This design comes from an exercise in tuning for small area and a short achievable clock period on the open sky130 flow, not from production work. The RTL was checked by simulation tests, not by an equivalence proof against the original design. Power figures rest on the tool's default switching activity, not on a simulated workload.

Design exe_stage, start of the top module:
module exe_stage (
	input  wire        clk,
	input  wire        rst,
	input  wire [31:0] instr,
	input  wire [31:0] rs1,
	input  wire [31:0] rs2,
	input  wire [31:0] pc_next,
	output reg  [31:0] result,
	output reg         flag_n,
	output reg         flag_c,
	output reg         flag_v,
	output reg         flag_z,
	output reg         ready,
	output reg         branch,
	output reg  [31:0] target
	);
Size in the first run: about 1,600 cells after synthesis, about 80 flip-flops.
==> module exe_stage, before the edit <==
module exe_stage (
	input  wire        clk,
	input  wire        rst,
	input  wire [31:0] instr,
	input  wire [31:0] rs1,
	input  wire [31:0] rs2,
	input  wire [31:0] pc_next,
	output reg  [31:0] result,
	output reg         flag_n,
	output reg         flag_c,
	output reg         flag_v,
	output reg         flag_z,
	output reg         ready,
	output reg         branch,
	output reg  [31:0] target
	);
wire [2:0]  op    = instr[31:29];
wire [4:0]  opula = instr[28:24];
wire [3:0]  cond  = instr[23:20];
wire        bop   = instr[24];
wire        s15   = instr[15];
wire [31:0] imm   = {{16{s15}}, instr[15:0]};
wire en   = (op == 3'b001) | (op == 3'b010) | (op[2] & op[1]);
wire pcen = op[2] & (op[1] | op[0]);
wire op2  = (op == 3'b010);           
localparam [8:0] C_ADD   = 9'b1_____0___0__0___0___0___0__1__0;
localparam [8:0] C_ADDI  = 9'b1_____0___0__1___0___0___0__1__0;
localparam [8:0] C_INCA  = 9'b1_____0___1__1___0___0___0__1__0;
localparam [8:0] C_SUBD  = 9'b1_____1___0__0___0___0___0__1__0;
localparam [8:0] C_SUB   = 9'b1_____1___0__1___0___0___0__1__0;
localparam [8:0] C_DECA  = 9'b1_____1___1__0___0___0___0__1__0;
localparam [8:0] C_LSL   = 9'b0_____0___0__0___1___0___0__0__0;
localparam [8:0] C_RSL   = 9'b0_____0___0__0___0___1___0__0__0;
localparam [8:0] C_AND   = 9'b0_____0___0__0___0___0___1__0__0;
localparam [8:0] C_ANDNA = 9'b0_____1___0__0___0___0___1__1__1;   
localparam [8:0] C_ANDNB = 9'b0_____1___0__0___0___0___1__0__0;   
localparam [8:0] C_OR    = 9'b0_____0___0__0___0___0___1__1__0;
localparam [8:0] C_XOR   = 9'b0_____0___0__0___0___0___0__1__0;
localparam [8:0] C_NAND  = 9'b0_____0___0__0___0___0___1__0__1;
localparam [8:0] C_XNOR  = 9'b0_____0___0__0___0___0___0__1__1;
localparam [8:0] C_NOTA  = 9'b0_____1___1__0___0___0___0__1__0;   
localparam [8:0] C_ORNA  = 9'b0_____1___0__0___0___0___1__0__1;   
localparam [8:0] C_ORNB  = 9'b0_____1___0__0___0___0___1__1__0;   
localparam [8:0] C_NOR   = 9'b0_____0___0__0___0___0___1__1__1;
reg [8:0] dec;
always @(*) begin
	case (opula)
		5'd0, 5'd8, 5'd12, 5'd22: dec = C_ADD;
		5'd1:  dec = C_ADDI;
		5'd2:  dec = C_INCA;
		5'd3:  dec = C_SUBD;
		5'd4:  dec = C_SUB;
		5'd5:  dec = C_DECA;
		5'd6:  dec = C_LSL;
		5'd7:  dec = C_RSL;
		5'd9:  dec = C_AND;
		5'd10: dec = C_ANDNA;
		5'd11: dec = C_ANDNB;
		5'd13, 5'd15: dec = C_OR;
		5'd14: dec = C_XOR;
		5'd16: dec = C_NAND;
		5'd17: dec = C_XNOR;
		5'd18: dec = C_NOTA;
		5'd19: dec = C_ORNA;
		5'd20: dec = C_ORNB;
		5'd21: dec = C_NOR;
		default: dec = 9'b0;
	endcase
end
wire      opula_def = ~(opula[4] & (opula[3] | (opula[2] & opula[1] & opula[0])));
reg [8:0] ctrl_q;
wire [8:0] ctrl = opula_def ? dec : ctrl_q;
wire arith = ctrl[8], invb = ctrl[7], zb = ctrl[6], cin = ctrl[5];
wire shl = ctrl[4], shr = ctrl[3], sg = ctrl[2], sp = ctrl[1], oi = ctrl[0];
wire sub = invb;       
wire shift = shl | shr;
wire [31:0] A  = rs1;
wire [31:0] B  = op2 ? rs2 : imm;
wire [31:0] Bp = (op2 ? rs2 & {32{~zb}} : imm & {32{~zb}}) ^ {32{invb}};
wire [31:0] sum;
wire [31:0] carry;                            
wire        cout;
add_alu u_add (.a(A), .b(Bp), .cin(cin), .s(sum), .c(carry), .cout(cout));
wire [31:0] g = A & Bp;
wire [31:0] p = A ^ Bp;
wire [31:0] lu = ((g & {32{sg}}) | (p & {32{sp}})) ^ {32{oi}};
wire [31:0] X  = lu ^ (carry & {32{arith}});
wire [31:0] kz   = {g[30:0] | p[30:0], cin};
wire        zsum = ~|(p ^ kz);
function [31:0] rev32(input [31:0] x);
	integer k;
	for (k = 0; k < 32; k = k + 1) rev32[k] = x[31 - k];
endfunction
wire        big = |B[31:5];
wire [4:0]  k   = B[4:0];
wire [31:0] s0  = shl ? rev32(A) : A;
wire [31:0] s1  = k[0] ? {1'b0,  s0[31:1]}  : s0;
wire [31:0] s2  = k[1] ? {2'b0,  s1[31:2]}  : s1;
wire [31:0] s3  = k[2] ? {4'b0,  s2[31:4]}  : s2;
wire [31:0] s4  = k[3] ? {8'b0,  s3[31:8]}  : s3;
wire [31:0] sr  = k[4] ? {16'b0, s4[31:16]} : s4;
wire kX = ~rst & en & ~shift;
wire kL = ~rst & en & shl & ~big;
wire kR = ~rst & en & shr & ~big;
wire kH = ~rst & ~en;
wire [31:0] D = (X & {32{kX}}) | (rev32(sr) & {32{kL}}) | (sr & {32{kR}}) | (result & {32{kH}});
reg  rst_q;                                    
wire zq  = flag_z | rst_q;                     
wire ae  = en & arith;
wire n_d = ~rst & (ae ? sum[31] : flag_n);
wire c_d = ~rst & (ae ? cout ^ sub : flag_c);
wire zsh = big | ~|sr;
wire zlu = ~|lu;
wire kZA = ~rst & en & arith;
wire kZS = ~rst & en & shift;
wire kZL = ~rst & en & ~arith & ~shift;
wire z_d = (kZA & zsum) | (kZS & zsh) | (kZL & zlu) | (kH & zq);
wire xv  = A[31] ^ B[31] ^ ~sub;               
wire v_d = ~rst & arith & (en ? (A[31] ^ sum[31]) & (xv | (zb & (A[31] ^ ~sub)))
                              : (A[31] ^ result[31]) & xv);
wire v_q = arith & (A[31] ^ result[31]) & xv;
reg  br;
always @(*) begin
	case (cond)
		4'd0: br = flag_n == bop;
		4'd1: br = zq == bop;
		4'd2: br = flag_c == bop;
		4'd3: br = (flag_n | zq) == bop;
		4'd4: br = v_q == bop;
		default: br = branch;
	endcase
end
wire br_d = ~rst & pcen & (op[1] | br);
wire [15:0] t_lo;
wire        c16;
add_tgt u_tgt (.a(pc_next[15:0]), .b(instr[15:0]), .cin(1'b0), .s(t_lo), .c(), .cout(c16));
wire        up = c16 & ~s15;
wire        dn = ~c16 & s15;
reg  [15:0] t_hi;
integer j;
always @(*) begin
	for (j = 0; j < 16; j = j + 1)
		t_hi[j] = pc_next[16 + j] ^ ((up & ((j == 0) | &(pc_next[16 +: 16] | ~({16{1'b1}} >> (16 - j)))))
		                            | (dn & ((j == 0) | ~|(pc_next[16 +: 16] & ({16{1'b1}} >> (16 - j))))));
end
wire [31:0] target_d = {t_hi, t_lo} & {32{~rst}};
always @(posedge clk) begin
	rst_q  <= rst;
	result <= D;
	flag_n <= n_d;
	flag_c <= c_d;
	flag_v <= v_d;
	flag_z <= z_d;
	ready  <= ~rst & en;
	branch <= br_d;
	target <= target_d;
	ctrl_q <= rst ? C_NOTA : ctrl;
end
endmodule
export LEC_CHECK = 0
export CAP_MARGIN = 20
export CORE_MARGIN = 2
export CORE_UTILIZATION = 40
export PLACE_DENSITY = 0.6
export SETUP_SLACK_MARGIN = 4.5
export SLEW_MARGIN = 20
export TNS_END_PERCENT = 0
create_clock -name core_clock -period 9.0 [get_ports {clk}]
standard.sh (not shown) runs the stock make flow with config.mk's settings and CLKGATE_MAP_FILE= SYNTH_SCRIPT=/design/flow/synth_recipe.tcl, a recipe that flattens the netlist after the stock synthesis.
==> flow/flow/run.sh <==
#!/bin/bash
# The standard layout (standard.sh), changed in three ways:
#  - synthesis maps with flow/abc_map.script (see flow/synth.tcl);
#  - full adders are not extracted into fa/ha cells before ABC
#    (ADDER_MAP_FILE empty), so the prefix adders keep their structure;
#  - the port buffers are buf_1 cells instead of the clkdlybuf4s50 delay
#    cell that buffer_ports picks by default.
set -o pipefail
export FLOW_FLOW_DIR="$PWD/flow"
export BUFFER_PORTS_ARGS="-buffer_cell sky130_fd_sc_hd__buf_1"
bash standard.sh ADDER_MAP_FILE= SYNTH_SCRIPT="$PWD/flow/synth.tcl" finish 2>&1 | tee make.log
==> flow/flow/abc_map.script <==
strash
dch
map -D 2500
buffer -p
upsize -D 2500
dnsize -D 2500
==> flow/flow/synth.tcl <==
# The standard flow's synthesis script (synth_recipe.tcl) with one change: the ABC pass
# uses flow/abc_map.script (delay-targeted mapping with area recovery)
# instead of ORFS's abc_speed.script. Registers are mapped before ABC runs,
# so they are the same as in the standard synthesis.
proc synth {args} { yosys synth -nofsm -noshare {*}$args }
proc fix_abc_args {name1 name2 op} {
  global abc_args
  set i [lsearch $abc_args -script]
  lset abc_args [expr {$i + 1}] $::env(FLOW_FLOW_DIR)/abc_map.script
}
trace add variable ::abc_args write fix_abc_args
source $::env(SCRIPTS_DIR)/synth.tcl
# left out here: clear keep_hierarchy, flatten, clean up, hide names made inside functions, write 1_2_yosys.v
Next try:
--- a/flow/design.v
+++ b/flow/design.v
@@ -305,14 +305,11 @@
 wire ae  = en & arith;
 wire n_d = ~rst & (ae ? sum[31] : flag_n);
 wire c_d = ~rst & (ae ? cout ^ sub : flag_c);
 wire zsh = big | ~|sr;
 wire zlu = ~|lu;
-wire kZA = ~rst & en & arith;
-wire kZS = ~rst & en & shift;
-wire kZL = ~rst & en & ~arith & ~shift;
-wire z_d = (kZA & zsum) | (kZS & zsh) | (kZL & zlu) | (kH & zq);
+wire z_d = ~rst & (en ? (arith ? zsum : (shift ? zsh : zlu)) : zq);
 wire xv  = A[31] ^ B[31] ^ ~sub;               
 wire v_d = ~rst & arith & (en ? (A[31] ^ sum[31]) & (xv | (zb & (A[31] ^ ~sub)))
                               : (A[31] ^ result[31]) & xv);
 wire v_q = arith & (A[31] ^ result[31]) & xv;
 reg  br;
Effect:
- global-route usage went down by 4.6 points
- via count goes down by 4.0%
- total power drops by 7.7%
- design area decreases by 6.6%
- core utilization fell by 5.8 points

* * *

exe_stage, a different RTL version from the one above (not shown whole).
Size: about 1600 cells after synthesis, ~200 I/O pins, ~9300 µm² of cells after synthesis.
==> module exe_stage, before the edit <==
module exe_stage (
	input  wire        clk,
	input  wire        rst,
	input  wire [31:0] instr,
	input  wire [31:0] rs1,
	input  wire [31:0] rs2,
	input  wire [31:0] pc_next,
	output reg  [31:0] result,
	output reg         flag_n,
	output reg         flag_c,
	output reg         flag_v,
	output reg         flag_z,
	output reg         ready,
	output reg         branch,
	output reg  [31:0] target
	);
wire [2:0]  op    = instr[31:29];
wire [4:0]  opula = instr[28:24];
wire [3:0]  cond  = instr[23:20];
wire        bop   = instr[24];
wire        s15   = instr[15];
wire [31:0] imm   = {{16{s15}}, instr[15:0]};
wire en   = (op == 3'b001) | (op == 3'b010) | (op[2] & op[1]);
wire pcen = op[2] & (op[1] | op[0]);
wire op2  = (op == 3'b010);           
localparam [8:0] C_ADD   = 9'b1_____0___0__0___0___0___0__1__0;
localparam [8:0] C_ADDI  = 9'b1_____0___0__1___0___0___0__1__0;
localparam [8:0] C_INCA  = 9'b1_____0___1__1___0___0___0__1__0;
localparam [8:0] C_SUBD  = 9'b1_____1___0__0___0___0___0__1__0;
localparam [8:0] C_SUB   = 9'b1_____1___0__1___0___0___0__1__0;
localparam [8:0] C_DECA  = 9'b1_____1___1__0___0___0___0__1__0;
localparam [8:0] C_LSL   = 9'b0_____0___0__0___1___0___0__0__0;
localparam [8:0] C_RSL   = 9'b0_____0___0__0___0___1___0__0__0;
localparam [8:0] C_AND   = 9'b0_____0___0__0___0___0___1__0__0;
localparam [8:0] C_ANDNA = 9'b0_____1___0__0___0___0___1__1__1;   
localparam [8:0] C_ANDNB = 9'b0_____1___0__0___0___0___1__0__0;   
localparam [8:0] C_OR    = 9'b0_____0___0__0___0___0___1__1__0;
localparam [8:0] C_XOR   = 9'b0_____0___0__0___0___0___0__1__0;
localparam [8:0] C_NAND  = 9'b0_____0___0__0___0___0___1__0__1;
localparam [8:0] C_XNOR  = 9'b0_____0___0__0___0___0___0__1__1;
localparam [8:0] C_NOTA  = 9'b0_____1___1__0___0___0___0__1__0;   
localparam [8:0] C_ORNA  = 9'b0_____1___0__0___0___0___1__0__1;   
localparam [8:0] C_ORNB  = 9'b0_____1___0__0___0___0___1__1__0;   
localparam [8:0] C_NOR   = 9'b0_____0___0__0___0___0___1__1__1;
reg [8:0] dec;
always @(*) begin
	case (opula)
		5'd0, 5'd8, 5'd12, 5'd22: dec = C_ADD;
		5'd1:  dec = C_ADDI;
		5'd2:  dec = C_INCA;
		5'd3:  dec = C_SUBD;
		5'd4:  dec = C_SUB;
		5'd5:  dec = C_DECA;
		5'd6:  dec = C_LSL;
		5'd7:  dec = C_RSL;
		5'd9:  dec = C_AND;
		5'd10: dec = C_ANDNA;
		5'd11: dec = C_ANDNB;
		5'd13, 5'd15: dec = C_OR;
		5'd14: dec = C_XOR;
		5'd16: dec = C_NAND;
		5'd17: dec = C_XNOR;
		5'd18: dec = C_NOTA;
		5'd19: dec = C_ORNA;
		5'd20: dec = C_ORNB;
		5'd21: dec = C_NOR;
		default: dec = 9'b0;
	endcase
end
wire      opula_def = ~(opula[4] & (opula[3] | (opula[2] & opula[1] & opula[0])));
reg [8:0] ctrl_q;
wire [8:0] ctrl = opula_def ? dec : ctrl_q;
wire arith = ctrl[8], invb = ctrl[7], zb = ctrl[6], cin = ctrl[5];
wire shl = ctrl[4], shr = ctrl[3], sg = ctrl[2], sp = ctrl[1], oi = ctrl[0];
wire sub = invb;       
wire shift = shl | shr;
wire [31:0] A  = rs1;
wire [31:0] B  = op2 ? rs2 : imm;
wire [31:0] Bp = (op2 ? rs2 & {32{~zb}} : imm & {32{~zb}}) ^ {32{invb}};
wire [31:0] sum;
wire [31:0] carry;                            
wire        cout;
add_alu u_add (.a(A), .b(Bp), .cin(cin), .s(sum), .c(carry), .cout(cout));
wire [31:0] g = A & Bp;
wire [31:0] p = A ^ Bp;
wire [31:0] t  = (g & {32{sg}}) | (p & {32{sp}});
wire [31:0] X  = t ^ ({32{oi}} | (carry & {32{arith}}));
wire [31:0] kz   = {g[30:0] | p[30:0], cin};
wire        zsum = ~|(p ^ kz);
function [31:0] rev32(input [31:0] x);
	integer k;
	for (k = 0; k < 32; k = k + 1) rev32[k] = x[31 - k];
endfunction
wire        big = |B[31:5];
wire [4:0]  k   = B[4:0];
wire [31:0] s0  = shl ? rev32(A) : A;
wire [31:0] s1  = k[0] ? {1'b0,  s0[31:1]}  : s0;
wire [31:0] s2  = k[1] ? {2'b0,  s1[31:2]}  : s1;
wire [31:0] s3  = k[2] ? {4'b0,  s2[31:4]}  : s2;
wire [31:0] s4  = k[3] ? {8'b0,  s3[31:8]}  : s3;
wire [31:0] sr  = k[4] ? {16'b0, s4[31:16]} : s4;
wire kX = ~rst & en & ~shift;
wire kL = ~rst & en & shl & ~big;
wire kR = ~rst & en & shr & ~big;
wire kH = ~rst & ~en;
wire [31:0] D = (X & {32{kX}}) | (rev32(sr) & {32{kL}}) | (sr & {32{kR}}) | (result & {32{kH}});
reg  rst_q;                                    
wire zq  = flag_z | rst_q;                     
wire ae  = en & arith;
wire n_d = ~rst & (ae ? sum[31] : flag_n);
wire c_d = ~rst & (ae ? cout ^ sub : flag_c);
wire zsh = big | ~|sr;
wire zlu = oi ? &t : ~|t;
wire z_d = ~rst & (en ? (arith ? zsum : (shift ? zsh : zlu)) : zq);
wire xv  = A[31] ^ B[31] ^ ~sub;               
wire v_d = ~rst & arith & (en ? (A[31] ^ sum[31]) & (xv | (zb & (A[31] ^ ~sub)))
                              : (A[31] ^ result[31]) & xv);
wire v_q = arith & (A[31] ^ result[31]) & xv;
reg  br;
always @(*) begin
	case (cond)
		4'd0: br = flag_n == bop;
		4'd1: br = zq == bop;
		4'd2: br = flag_c == bop;
		4'd3: br = (flag_n | zq) == bop;
		4'd4: br = v_q == bop;
		default: br = branch;
	endcase
end
wire br_d = ~rst & pcen & (op[1] | br);
wire [15:0] t_lo;
wire        c16;
add_tgt u_tgt (.a(pc_next[15:0]), .b(instr[15:0]), .cin(1'b0), .s(t_lo), .c(), .cout(c16));
wire        up = c16 & ~s15;
wire        dn = ~c16 & s15;
reg  [15:0] t_hi;
integer j;
always @(*) begin
	for (j = 0; j < 16; j = j + 1)
		t_hi[j] = pc_next[16 + j] ^ ((up & ((j == 0) | &(pc_next[16 +: 16] | ~({16{1'b1}} >> (16 - j)))))
		                            | (dn & ((j == 0) | ~|(pc_next[16 +: 16] & ({16{1'b1}} >> (16 - j))))));
end
wire [31:0] target_d = {t_hi, t_lo} & {32{~rst}};
always @(posedge clk) begin
	rst_q  <= rst;
	result <= D;
	flag_n <= n_d;
	flag_c <= c_d;
	flag_v <= v_d;
	flag_z <= z_d;
	ready  <= ~rst & en;
	branch <= br_d;
	target <= target_d;
	ctrl_q <= rst ? C_NOTA : ctrl;
end
endmodule
export LEC_CHECK = 0
export CAP_MARGIN = 20
export CORE_MARGIN = 2
export CORE_UTILIZATION = 40
export PLACE_DENSITY = 0.6
export SETUP_SLACK_MARGIN = 4.5
export SLEW_MARGIN = 20
export TNS_END_PERCENT = 0
create_clock -name core_clock -period 9.0 [get_ports {clk}]
Scripts as last shown in full above: flow/flow/run.sh, flow/flow/abc_map.script, flow/flow/synth.tcl
The baseline completed with no timing, DRC or antenna violations.
Then changed:
--- a/flow/design.v
+++ b/flow/design.v
@@ -273,5 +273,7 @@
 wire [31:0] A  = rs1;
 wire [31:0] B  = op2 ? rs2 : imm;
-wire [31:0] Bp = (op2 ? rs2 & {32{~zb}} : imm & {32{~zb}}) ^ {32{invb}};
+wire        mR = op2 & ~zb;
+wire        mI = ~op2 & ~zb;
+wire [31:0] Bp = ((rs2 & {32{mR}}) | (imm & {32{mI}})) ^ {32{invb}};
 wire [31:0] sum;
 wire [31:0] carry;                            
@@ -280,6 +282,6 @@
 wire [31:0] g = A & Bp;
 wire [31:0] p = A ^ Bp;
-wire [31:0] t  = (g & {32{sg}}) | (p & {32{sp}});
-wire [31:0] X  = t ^ ({32{oi}} | (carry & {32{arith}}));
+wire [31:0] lu = ((g & {32{sg}}) | (p & {32{sp}})) ^ {32{oi}};
+wire [31:0] X  = lu ^ (carry & {32{arith}});
 wire [31:0] kz   = {g[30:0] | p[30:0], cin};
 wire        zsum = ~|(p ^ kz);
@@ -307,5 +309,5 @@
 wire c_d = ~rst & (ae ? cout ^ sub : flag_c);
 wire zsh = big | ~|sr;
-wire zlu = oi ? &t : ~|t;
+wire zlu = ~|lu;
 wire z_d = ~rst & (en ? (arith ? zsum : (shift ? zsh : zlu)) : zq);
 wire xv  = A[31] ^ B[31] ^ ~sub;               
Result:
- The changed run completed with no timing, DRC or antenna violations
- core utilization went up by 3.3 points
- sequential cell count stays the same
- global-route usage goes down by 2.1 points
- die area climbs by 1.6%
- setup slack is better by 0.19 ns
- synthesized cell count hardly moves
- final area climbs by 9.3%
- register-to-register slack gains 0.18 ns
- cell count came out higher by 3.3%
- total power increases by 10%
- combinational power goes up by about 20%
- sequential power barely changes

afterwards: timing with drivers on the ports:
Ports are ideal in the flow. The routed layouts listed here were re-timed in OpenROAD. Step 1, drivers: a clkbuf_16 drives clk and a buf_2 each remaining input, both assumed. Step 2 adds t to the input delays and takes it off the output delays; t is the mean of the earliest and latest rising clock arrival at the registers after step 1. Input paths then give back, and output paths get back, about the clock's delay inside the block. Slacks: ideal / step 1 / step 2; pairs: ideal / step 1.
| run | t (ns) | setup slack, ns | slew at the worst register clock pin (ns) |
|---|---|---|---|
| the first run of note 1 | 0.405 | 4.095 / 4.093 / 3.688 | 0.08 / 0.08 |
| the second run of note 1 | 0.405 | 4.109 / 4.138 / 3.732 | 0.08 / 0.08 |
| the first run of note 2 | 0.396 | 3.875 / 3.872 / 3.476 | 0.08 / 0.08 |
| the second run of note 2 | 0.401 | 4.065 / 4.061 / 3.660 | 0.08 / 0.08 |
After both steps every run listed still meets setup and hold. The setup slack of the first run of note 1, which loses most, moves by -0.002 ns with the drivers and by -0.407 ns with both steps.
